This is an optimization exercise on Yosys and OpenROAD, whose aim is small area, not a production implementation. Only simulation tests tie the RTL to the original design; equivalence was not proved. The flow treats the clock pin as an ideal source, which a real chip does not have. No activity file was given, so power comes from the tool's default toggle rates.

==> build 5: inputs <==
==> flow/design.v <==
module Ahbmli(input clk, input reset,
    input [31:0] io_jtag_haddr,
    input  io_jtag_hwrite,
    input [2:0] io_jtag_hsize,
    input [2:0] io_jtag_hburst,
    input [3:0] io_jtag_hprot,
    input [1:0] io_jtag_htrans,
    input  io_jtag_hmastlock,
    input [31:0] io_jtag_hwdata,
    output[31:0] io_jtag_hrdata,
    output io_jtag_hready,
    output io_jtag_hresp,
    input [31:0] io_dmem_haddr,
    input  io_dmem_hwrite,
    input [2:0] io_dmem_hsize,
    input [2:0] io_dmem_hburst,
    input [3:0] io_dmem_hprot,
    input [1:0] io_dmem_htrans,
    input  io_dmem_hmastlock,
    input [31:0] io_dmem_hwdata,
    output[31:0] io_dmem_hrdata,
    output io_dmem_hready,
    output io_dmem_hresp,
    input [31:0] io_imem_haddr,
    input  io_imem_hwrite,
    input [2:0] io_imem_hsize,
    input [2:0] io_imem_hburst,
    input [3:0] io_imem_hprot,
    input [1:0] io_imem_htrans,
    input  io_imem_hmastlock,
    input [31:0] io_imem_hwdata,
    output[31:0] io_imem_hrdata,
    output io_imem_hready,
    output io_imem_hresp,
    output[31:0] io_datamem_haddr,
    output io_datamem_hwrite,
    output[2:0] io_datamem_hsize,
    output[2:0] io_datamem_hburst,
    output[3:0] io_datamem_hprot,
    output[1:0] io_datamem_htrans,
    output io_datamem_hmastlock,
    output[31:0] io_datamem_hwdata,
    input [31:0] io_datamem_hrdata,
    output io_datamem_hsel,
    output io_datamem_hreadyin,
    input  io_datamem_hreadyout,
    input  io_datamem_hresp,
    output[31:0] io_codemem_haddr,
    output io_codemem_hwrite,
    output[2:0] io_codemem_hsize,
    output[2:0] io_codemem_hburst,
    output[3:0] io_codemem_hprot,
    output[1:0] io_codemem_htrans,
    output io_codemem_hmastlock,
    output[31:0] io_codemem_hwdata,
    input [31:0] io_codemem_hrdata,
    output io_codemem_hsel,
    output io_codemem_hreadyin,
    input  io_codemem_hreadyout,
    input  io_codemem_hresp
);
  wire [42:0] in0 = {io_jtag_hmastlock, io_jtag_hprot, io_jtag_hburst, io_jtag_hsize,
                     io_jtag_hwrite, io_jtag_htrans, io_jtag_haddr[29], io_jtag_haddr[27:0]};
  wire [42:0] in1 = {io_dmem_hmastlock, io_dmem_hprot, io_dmem_hburst, io_dmem_hsize,
                     io_dmem_hwrite, io_dmem_htrans, io_dmem_haddr[29], io_dmem_haddr[27:0]};
  wire [42:0] in2 = {io_imem_hmastlock, io_imem_hprot, io_imem_hburst, io_imem_hsize,
                     io_imem_hwrite, io_imem_htrans, io_imem_haddr[29], io_imem_haddr[27:0]};
  wire in0_act = io_jtag_htrans != 2'h0;
  wire in1_act = io_dmem_htrans != 2'h0;
  wire in2_act = io_imem_htrans != 2'h0;
  wire in0_t0 = in0_act & (io_jtag_haddr[31:28] == 4'h2);
  wire in0_t1 = in0_act & (io_jtag_haddr[31:28] == 4'h0);
  wire in1_t0 = in1_act & (io_dmem_haddr[31:28] == 4'h2);
  wire in1_t1 = in1_act & (io_dmem_haddr[31:28] == 4'h0);
  wire in2_t0 = in2_act & (io_imem_haddr[31:28] == 4'h2);
  wire in2_t1 = in2_act & (io_imem_haddr[31:28] == 4'h0);
  reg skb0, skb1, skb2;           
  reg dp00, dp01, dp02;           
  reg dp10, dp11, dp12;           
  reg [42:0] S0, S1, S2;          
  reg h01, h02, h11, h12;         
  reg o00, o01, o02, o10, o11, o12;  
  wire t00 = skb0 ? dp00 : in0_t0;    
  wire t01 = skb1 ? dp01 : in1_t0;
  wire t02 = skb2 ? dp02 : in2_t0;
  wire t10 = skb0 ? dp10 : in0_t1;    
  wire t11 = skb1 ? dp11 : in1_t1;
  wire t12 = skb2 ? dp12 : in2_t1;
  wire r00 = io_datamem_hreadyout;
  wire r01 = io_datamem_hreadyout & ~h01;
  wire r02 = io_datamem_hreadyout & ~h02;
  wire r10 = io_codemem_hreadyout;
  wire r11 = io_codemem_hreadyout & ~h11;
  wire r12 = io_codemem_hreadyout & ~h12;
  wire mh0 = ~(dp00 | dp10) | (dp00 & r00) | (dp10 & r10);
  wire mh1 = ~(dp01 | dp11) | (dp01 & r01) | (dp11 & r11);
  wire mh2 = ~(dp02 | dp12) | (dp02 & r02) | (dp12 & r12);
  wire full0 = ~skb0 & (dp00 | dp10) & ((in0_t0 & ~r00) | (in0_t1 & ~r10));
  wire full1 = ~skb1 & (dp01 | dp11) & ((in1_t0 & ~r01) | (in1_t1 & ~r11));
  wire full2 = ~skb2 & (dp02 | dp12) & ((in2_t0 & ~r02) | (in2_t1 & ~r12));
  wire ld0 = mh0 & full0;    
  wire ld1 = mh1 & full1;
  wire ld2 = mh2 & full2;
  wire hri0 = skb0 | mh0;    
  wire hri1 = skb1 | mh1;
  wire hri2 = skb2 | mh2;
  assign io_jtag_hready = ~skb0 & mh0;
  assign io_dmem_hready = ~skb1 & mh1;
  assign io_imem_hready = ~skb2 & mh2;
  assign io_jtag_hresp = (dp00 & o00 & io_datamem_hresp) | (dp10 & o10 & io_codemem_hresp);
  assign io_dmem_hresp = (dp01 & o01 & io_datamem_hresp) | (dp11 & o11 & io_codemem_hresp);
  assign io_imem_hresp = (dp02 & o02 & io_datamem_hresp) | (dp12 & o12 & io_codemem_hresp);
  assign io_jtag_hrdata = ({32{dp00 & o00}} & io_datamem_hrdata) | ({32{dp10 & o10}} & io_codemem_hrdata);
  assign io_dmem_hrdata = ({32{dp01 & o01}} & io_datamem_hrdata) | ({32{dp11 & o11}} & io_codemem_hrdata);
  assign io_imem_hrdata = ({32{dp02 & o02}} & io_datamem_hrdata) | ({32{dp12 & o12}} & io_codemem_hrdata);
  wire q00 = t00 & hri0;     
  wire q01 = t01 & hri1;
  wire q02 = t02 & hri2;
  wire q10 = t10 & hri0;
  wire q11 = t11 & hri1;
  wire q12 = t12 & hri2;
  wire g00 = q00;                           
  wire g01 = ~q00 & (q01 | h01);
  wire g02 = ~q00 & ~(q01 | h01) & (q02 | h02);
  wire g10 = q10;
  wire g11 = ~q10 & (q11 | h11);
  wire g12 = ~q10 & ~(q11 | h11) & (q12 | h12);
  wire k01 = io_datamem_hreadyout & ~g01 & ~h01 & q01;
  wire k02 = io_datamem_hreadyout & ~g02 & ~h02 & q02;
  wire k11 = io_codemem_hreadyout & ~g11 & ~h11 & q11;
  wire k12 = io_codemem_hreadyout & ~g12 & ~h12 & q12;
  assign io_datamem_hsel = q00 | q01 | h01 | q02 | h02;
  assign io_codemem_hsel = q10 | q11 | h11 | q12 | h12;
  assign io_datamem_hreadyin = io_datamem_hreadyout;
  assign io_codemem_hreadyin = io_codemem_hreadyout;
  wire [42:0] e0 = skb0 ? S0 : in0;
  wire [42:0] e1 = (skb1 | h01 | h11) ? S1 : in1;
  wire [42:0] e2 = (skb2 | h02 | h12) ? S2 : in2;
  wire [42:0] w0 = ({43{g00}} & e0) | ({43{g01}} & e1) | ({43{g02}} & e2);
  wire [42:0] w1 = ({43{g10}} & e0) | ({43{g11}} & e1) | ({43{g12}} & e2);
  assign io_datamem_haddr = {4'h2, w0[27:0]};
  assign io_datamem_htrans = w0[30:29];
  assign io_datamem_hwrite = w0[31];
  assign io_datamem_hsize = w0[34:32];
  assign io_datamem_hburst = w0[37:35];
  assign io_datamem_hprot = w0[41:38];
  assign io_datamem_hmastlock = w0[42];
  assign io_codemem_haddr = {4'h0, w1[27:0]};
  assign io_codemem_htrans = w1[30:29];
  assign io_codemem_hwrite = w1[31];
  assign io_codemem_hsize = w1[34:32];
  assign io_codemem_hburst = w1[37:35];
  assign io_codemem_hprot = w1[41:38];
  assign io_codemem_hmastlock = w1[42];
  assign io_datamem_hwdata = ({32{o00}} & io_jtag_hwdata) | ({32{o01}} & io_dmem_hwdata) | ({32{o02}} & io_imem_hwdata);
  assign io_codemem_hwdata = ({32{o10}} & io_jtag_hwdata) | ({32{o11}} & io_dmem_hwdata) | ({32{o12}} & io_imem_hwdata);
  always @(posedge clk) begin
    if (reset) begin
      skb0 <= 1'b0; dp00 <= 1'b0; dp10 <= 1'b0;
    end else if (mh0) begin
      skb0 <= full0; dp00 <= t00; dp10 <= t10;
    end
    if (reset) begin
      skb1 <= 1'b0; dp01 <= 1'b0; dp11 <= 1'b0;
    end else if (mh1) begin
      skb1 <= full1; dp01 <= t01; dp11 <= t11;
    end
    if (reset) begin
      skb2 <= 1'b0; dp02 <= 1'b0; dp12 <= 1'b0;
    end else if (mh2) begin
      skb2 <= full2; dp02 <= t02; dp12 <= t12;
    end
    if (reset) begin
      h01 <= 1'b0; h02 <= 1'b0;
      o00 <= 1'b1; o01 <= 1'b1; o02 <= 1'b1;
    end else if (io_datamem_hreadyout) begin
      h01 <= k01 | (h01 & ~g01);
      h02 <= k02 | (h02 & ~g02);
      o00 <= g00; o01 <= g01; o02 <= g02;
    end
    if (reset) begin
      h11 <= 1'b0; h12 <= 1'b0;
      o10 <= 1'b1; o11 <= 1'b1; o12 <= 1'b1;
    end else if (io_codemem_hreadyout) begin
      h11 <= k11 | (h11 & ~g11);
      h12 <= k12 | (h12 & ~g12);
      o10 <= g10; o11 <= g11; o12 <= g12;
    end
    S0 <= e0;
    S1 <= e1;
    S2 <= e2;
  end
endmodule
==> flow/flow/run.sh <==
#!/bin/bash
# Layout flow: the standard synthesis, its combinational logic mapped again
# for area (flip-flops untouched), then the standard ORFS layout with
#  - the smallest buffer cell (buf_1) on the ports, pins one track apart,
#  - the constant outputs sharing one tie cell per value,
#  - a clock tree of clkbuf_8 without dummy loads, each clock buffer then
#    sized down as far as the flip-flop clock-pin slew allows.
set -euo pipefail
HERE=$(pwd)
RES=$HERE/orfs/results/$FLOW_PLATFORM/Ahbmli/base
export BUFFER_PORTS_ARGS="-buffer_cell sky130_fd_sc_hd__buf_1"
export SKIP_REPAIR_TIE_FANOUT=1
export PLACE_PINS_ARGS="-min_distance 1 -min_distance_in_tracks"
export CTS_ARGS="-sink_clustering_enable -repair_clock_nets -root_buf sky130_fd_sc_hd__clkbuf_8 -buf_list sky130_fd_sc_hd__clkbuf_8 -dont_use_dummy_load -sink_clustering_size 40 -sink_clustering_max_diameter 120"
export POST_CTS_TCL=$HERE/flow/clock_downsize.tcl

bash standard.sh synth > make_synth.log 2>&1

cp $RES/1_2_yosys.v $HERE/1_2_yosys.std.v
export RS_LIB=$FLOW_HOME/platforms/$FLOW_PLATFORM/lib/sky130_fd_sc_hd__tt_025C_1v80.lib
export RS_IN=$HERE/1_2_yosys.std.v RS_OUT=$HERE/1_2_yosys.rs.v RS_TOP=$FLOW_TOP
export RS_SCRIPT=$HERE/flow/area.abc
yosys -c $HERE/flow/resynth.tcl > resynth.log 2>&1
cp $RS_OUT $RES/1_2_yosys.v
rm -f $RES/1_synth.odb $RES/1_synth.sdc

bash standard.sh > make.log 2>&1
==> flow/flow/area.abc <==
strash; dch -f; amap -F 5; stime -p
==> flow/flow/clock_downsize.tcl <==
set limit 0.110
set sizes {sky130_fd_sc_hd__clkbuf_1 sky130_fd_sc_hd__clkbuf_2 sky130_fd_sc_hd__clkbuf_4 sky130_fd_sc_hd__clkbuf_8 sky130_fd_sc_hd__clkbuf_16}

proc clk_worst_slew {} {
  set mx 0
  foreach p [get_pins -of_objects [all_registers] -filter "name==CLK"] {
    set s [get_property $p slew_max]
    if { $s > $mx } { set mx $s }
  }
  return $mx
}

estimate_parasitics -placement
puts "clock_downsize: worst clock slew before [clk_worst_slew]"
foreach c [get_cells clkbuf_*] {
  set name [get_full_name $c]
  set orig [get_property $c ref_name]
  set oi [lsearch $sizes $orig]
  if { $oi < 0 } { continue }
  for { set i 0 } { $i < $oi } { incr i } {
    replace_cell $c [lindex $sizes $i]
    estimate_parasitics -placement
    if { [clk_worst_slew] <= $limit } { break }
    replace_cell $c $orig
    estimate_parasitics -placement
  }
  puts "clock_downsize: $name $orig -> [get_property $c ref_name]"
}
puts "clock_downsize: worst clock slew after [clk_worst_slew]"
==> flow/flow/resynth.tcl <==
# Re-map the combinational logic of the standard synthesis netlist for area.
# The flip-flops are kept as they are (same instances, names and cells); only
# the gates between them are mapped again with an area-oriented ABC script.
set lib $::env(RS_LIB)
yosys read_liberty -ignore_miss_func $lib
yosys blackbox sky130_fd_sc_hd__dfxtp_1 sky130_fd_sc_hd__conb_1
yosys read_verilog $::env(RS_IN)
yosys hierarchy -top $::env(RS_TOP)
yosys flatten
yosys opt -purge
# drop the cell models; the cells ABC maps to are then library blackboxes
yosys hierarchy -top $::env(RS_TOP)
yosys delete sky130_fd_sc_hd__dfxtp_1 sky130_fd_sc_hd__conb_1
yosys read_liberty -lib $lib
set dont {}
foreach c {*probe* *lpflow* *clkbuf* *clkinv* *dlygate* *dlymetal* *clkdlybuf* *bleeder* *dfxbp* *sdf* *edf*} {
  lappend dont -dont_use $c
}
yosys abc -liberty $lib {*}$dont -script $::env(RS_SCRIPT)
yosys opt_clean -purge
yosys hilomap -singleton -hicell sky130_fd_sc_hd__conb_1 HI -locell sky130_fd_sc_hd__conb_1 LO
yosys splitnets
yosys opt_clean -purge
yosys check -assert -mapped
yosys tee -o $::env(RS_OUT).stat stat -liberty $lib
# left out here: hide names made inside functions
yosys write_verilog -noattr -nohex -nodec $::env(RS_OUT)
==> flow/standard.sh <==
#!/bin/bash
# synth_recipe.tcl (not shown) runs the flow's synth.tcl, then flattens the netlist and writes it again
# the make line also repeats each setting of config.mk as NAME=value (left out here)
make -C /OpenROAD-flow-scripts/flow DESIGN_CONFIG=/design/flow/config.mk WORK_HOME=/design/flow/orfs CLKGATE_MAP_FILE= SYNTH_SCRIPT=/design/flow/synth_recipe.tcl "${@:-finish}"
==> flow/config.mk <==
export PLATFORM = sky130hd
export DESIGN_NAME = Ahbmli
export DESIGN_NICKNAME = Ahbmli
export VERILOG_FILES = /design/flow/design.v
export SDC_FILE = /design/flow/constraint.sdc
export NUM_CORES = 4
export LEC_CHECK = 0
export CAP_MARGIN = 0
export CORE_AREA = 2 2 158 158
export DIE_AREA = 0 0 160 160
export PLACE_DENSITY = 0.6
export SLEW_MARGIN = 0
==> flow/constraint.sdc <==
create_clock -name core_clock -period 8.0 [get_ports {clk}]
set_input_delay 1.6000 -clock core_clock [delete_from_list [all_inputs] [get_ports {clk}]]
set_output_delay 1.6000 -clock core_clock [all_outputs]
set_load 0.01 [all_outputs]
==> trial 7: changes against build 5 <==
--- a/flow/design.v
+++ b/flow/design.v
@@ -138,4 +138,4 @@
   wire [42:0] e2 = (skb2 | h02 | h12) ? S2 : in2;
-  wire [42:0] w0 = ({43{g00}} & e0) | ({43{g01}} & e1) | ({43{g02}} & e2);
-  wire [42:0] w1 = ({43{g10}} & e0) | ({43{g11}} & e1) | ({43{g12}} & e2);
+  wire [42:0] w0 = g00 ? e0 : (g01 ? e1 : e2);
+  wire [42:0] w1 = g10 ? e0 : (g11 ? e1 : e2);
   assign io_datamem_haddr = {4'h2, w0[27:0]};
CORE_AREA = 2 2 123 123   (was 2 2 158 158)
DIE_AREA = 0 0 125 125   (was 0 0 160 160)
PLACE_DENSITY = 0.75   (was 0.6)
==> trial 84: changes against build 5 <==
--- a/flow/design.v
+++ b/flow/design.v
@@ -89,7 +89,7 @@
   wire r00 = io_datamem_hreadyout;
-  wire r01 = io_datamem_hreadyout & ~h01;
-  wire r02 = io_datamem_hreadyout & ~h02;
+  wire r01 = io_datamem_hreadyout & (~h01 | o01);
+  wire r02 = io_datamem_hreadyout & (~h02 | o02);
   wire r10 = io_codemem_hreadyout;
-  wire r11 = io_codemem_hreadyout & ~h11;
-  wire r12 = io_codemem_hreadyout & ~h12;
+  wire r11 = io_codemem_hreadyout & (~h11 | o11);
+  wire r12 = io_codemem_hreadyout & (~h12 | o12);
   wire mh0 = ~(dp00 | dp10) | (dp00 & r00) | (dp10 & r10);
@@ -97,5 +97,5 @@
   wire mh2 = ~(dp02 | dp12) | (dp02 & r02) | (dp12 & r12);
-  wire full0 = ~skb0 & (dp00 | dp10) & ((in0_t0 & ~r00) | (in0_t1 & ~r10));
-  wire full1 = ~skb1 & (dp01 | dp11) & ((in1_t0 & ~r01) | (in1_t1 & ~r11));
-  wire full2 = ~skb2 & (dp02 | dp12) & ((in2_t0 & ~r02) | (in2_t1 & ~r12));
+  wire full0 = (dp00 | dp10) & ((t00 & ~r00) | (t10 & ~r10));
+  wire full1 = (dp01 | dp11) & ((t01 & ~r01) | (t11 & ~r11));
+  wire full2 = (dp02 | dp12) & ((t02 & ~r02) | (t12 & ~r12));
   wire ld0 = mh0 & full0;    
@@ -138,4 +138,4 @@
   wire [42:0] e2 = (skb2 | h02 | h12) ? S2 : in2;
-  wire [42:0] w0 = ({43{g00}} & e0) | ({43{g01}} & e1) | ({43{g02}} & e2);
-  wire [42:0] w1 = ({43{g10}} & e0) | ({43{g11}} & e1) | ({43{g12}} & e2);
+  wire [42:0] w0 = g00 ? e0 : (g01 ? e1 : e2);
+  wire [42:0] w1 = g10 ? e0 : (g11 ? e1 : e2);
   assign io_datamem_haddr = {4'h2, w0[27:0]};
==> flow/flow/run.sh (replaced) <==
#!/bin/bash
# Layout flow: the standard synthesis, its combinational logic mapped again
# for area (flip-flops untouched), then the standard ORFS layout with the
# smallest buffer cell (buf_1) on the ports.
set -euo pipefail
HERE=$(pwd)
RES=$HERE/orfs/results/$FLOW_PLATFORM/Ahbmli/base
export BUFFER_PORTS_ARGS="-buffer_cell sky130_fd_sc_hd__buf_1"

bash standard.sh synth > make_synth.log 2>&1

cp $RES/1_2_yosys.v $HERE/1_2_yosys.std.v
export RS_LIB=$FLOW_HOME/platforms/$FLOW_PLATFORM/lib/sky130_fd_sc_hd__tt_025C_1v80.lib
export RS_IN=$HERE/1_2_yosys.std.v RS_OUT=$HERE/1_2_yosys.rs.v RS_TOP=$FLOW_TOP
export RS_SCRIPT=$HERE/flow/area.abc
yosys -c $HERE/flow/resynth.tcl > resynth.log 2>&1
cp $RS_OUT $RES/1_2_yosys.v
rm -f $RES/1_synth.odb $RES/1_synth.sdc

bash standard.sh > make.log 2>&1
CAP_MARGIN = 20   (was 0)
CORE_AREA = 2 2 278 108   (was 2 2 158 158)
DIE_AREA = 0 0 280 110   (was 0 0 160 160)
SLEW_MARGIN = 20   (was 0)
removed: flow/flow/clock_downsize.tcl
==> flow_results.org <==
** Run status
- Status :: timing/DRC/antenna clean

** Setup path
- Start-to-end type of the worst setup path :: reg -> out
- R2r endpoint :: o02

** Global routing
- Entering global routing, the biggest net connects 63 pins.
- Grt met1 use :: 52.3%

** Route
- Detailed-routed wire length on met3 :: 5.22 mm
- Routed wire per std cell :: between 20 and 25 um
- Uppermost layer routed :: met5

** Place
- Once placement completed, the tool counted placed cells totaling 1691.

** Finish
- Synthesis-to-finish area growth :: 35.7%

** Die
- Row generation in the floorplan step produced 44 rows.

** Power and ir drop
- Pleak :: 0.00405 uW
-- figures above: trial 7

==> flow_results.org <==
** Die
- Standard-cell row count :: 38

** Global routing
- GR Layer Usage met2 :: just under 40%
- Grt met1 use :: 31.1%

** Route
- Using the TritonRoute via totals, the vias-per-cell ratio works out to ~5.7.
- Detailed-routed wire length on met3 :: 4.57 mm
- After detailed routing, no signal wire sits above met5.
- Routed wire per std cell :: 21.5 um

** Finish
- In the final layout, the registers with the most flip-flops are S0 (42), S1 (42), S2 (42).
- The area growth from synthesis to layout is 44.8%.

** Run status
- The flow ran to the end and the layout has no timing, DRC or antenna violations.

** Power and ir drop
- The analysis attributes to cell leakage a power of around 0.0042 uW.

** Setup path
- Start-to-end type of the worst setup path :: in -> out

** Place
- Placed Cells :: 1896
-- figures above: trial 84

==> flow_results.org <==
** Global routing
- Maximum number of pins on one net before global-route repair :: 48

** Run status
- The run finished with no timing, DRC or antenna violations.

** Setup path
- Start-to-end type of the worst setup path :: in -> out

** Die
- In this run the core area contains between 50 and 60 standard-cell rows.

** Place
- Placed Cells :: 1743

** Finish
- Synthesis-to-finish area growth :: 38.2%

** Power and ir drop
- Pleak :: 0.00456 uW
-- figures above: build 5

==> re-timing with driven ports <==
In the flow no input, the clock included, has a driving cell. The finished layouts below were timed again as built, in two steps. Step 1 sets driving cells, clkbuf_16 on the clock port and buf_2 on the other inputs (assumed; they add their load-dependent delay and slew). Step 2 adds t to the input delays and takes it off the output delays; t is the mean of the earliest and latest rising clock arrival at the registers after step 1. Input paths then give back, and output paths get back, about the clock's delay inside the block. Three values: ideal, step 1, step 2; two values: the first two.
run	t (ns)	setup slack, ns	worst slew at a driven data input, ns
build 5	0.542	1.670 / 1.643 / 1.643	0.10
trial 7	1.317	1.499 / 1.457 / 1.825	0.12
trial 84	0.475	2.058 / 2.031 / 2.031	0.17
After both steps setup and hold are still met in every run listed.
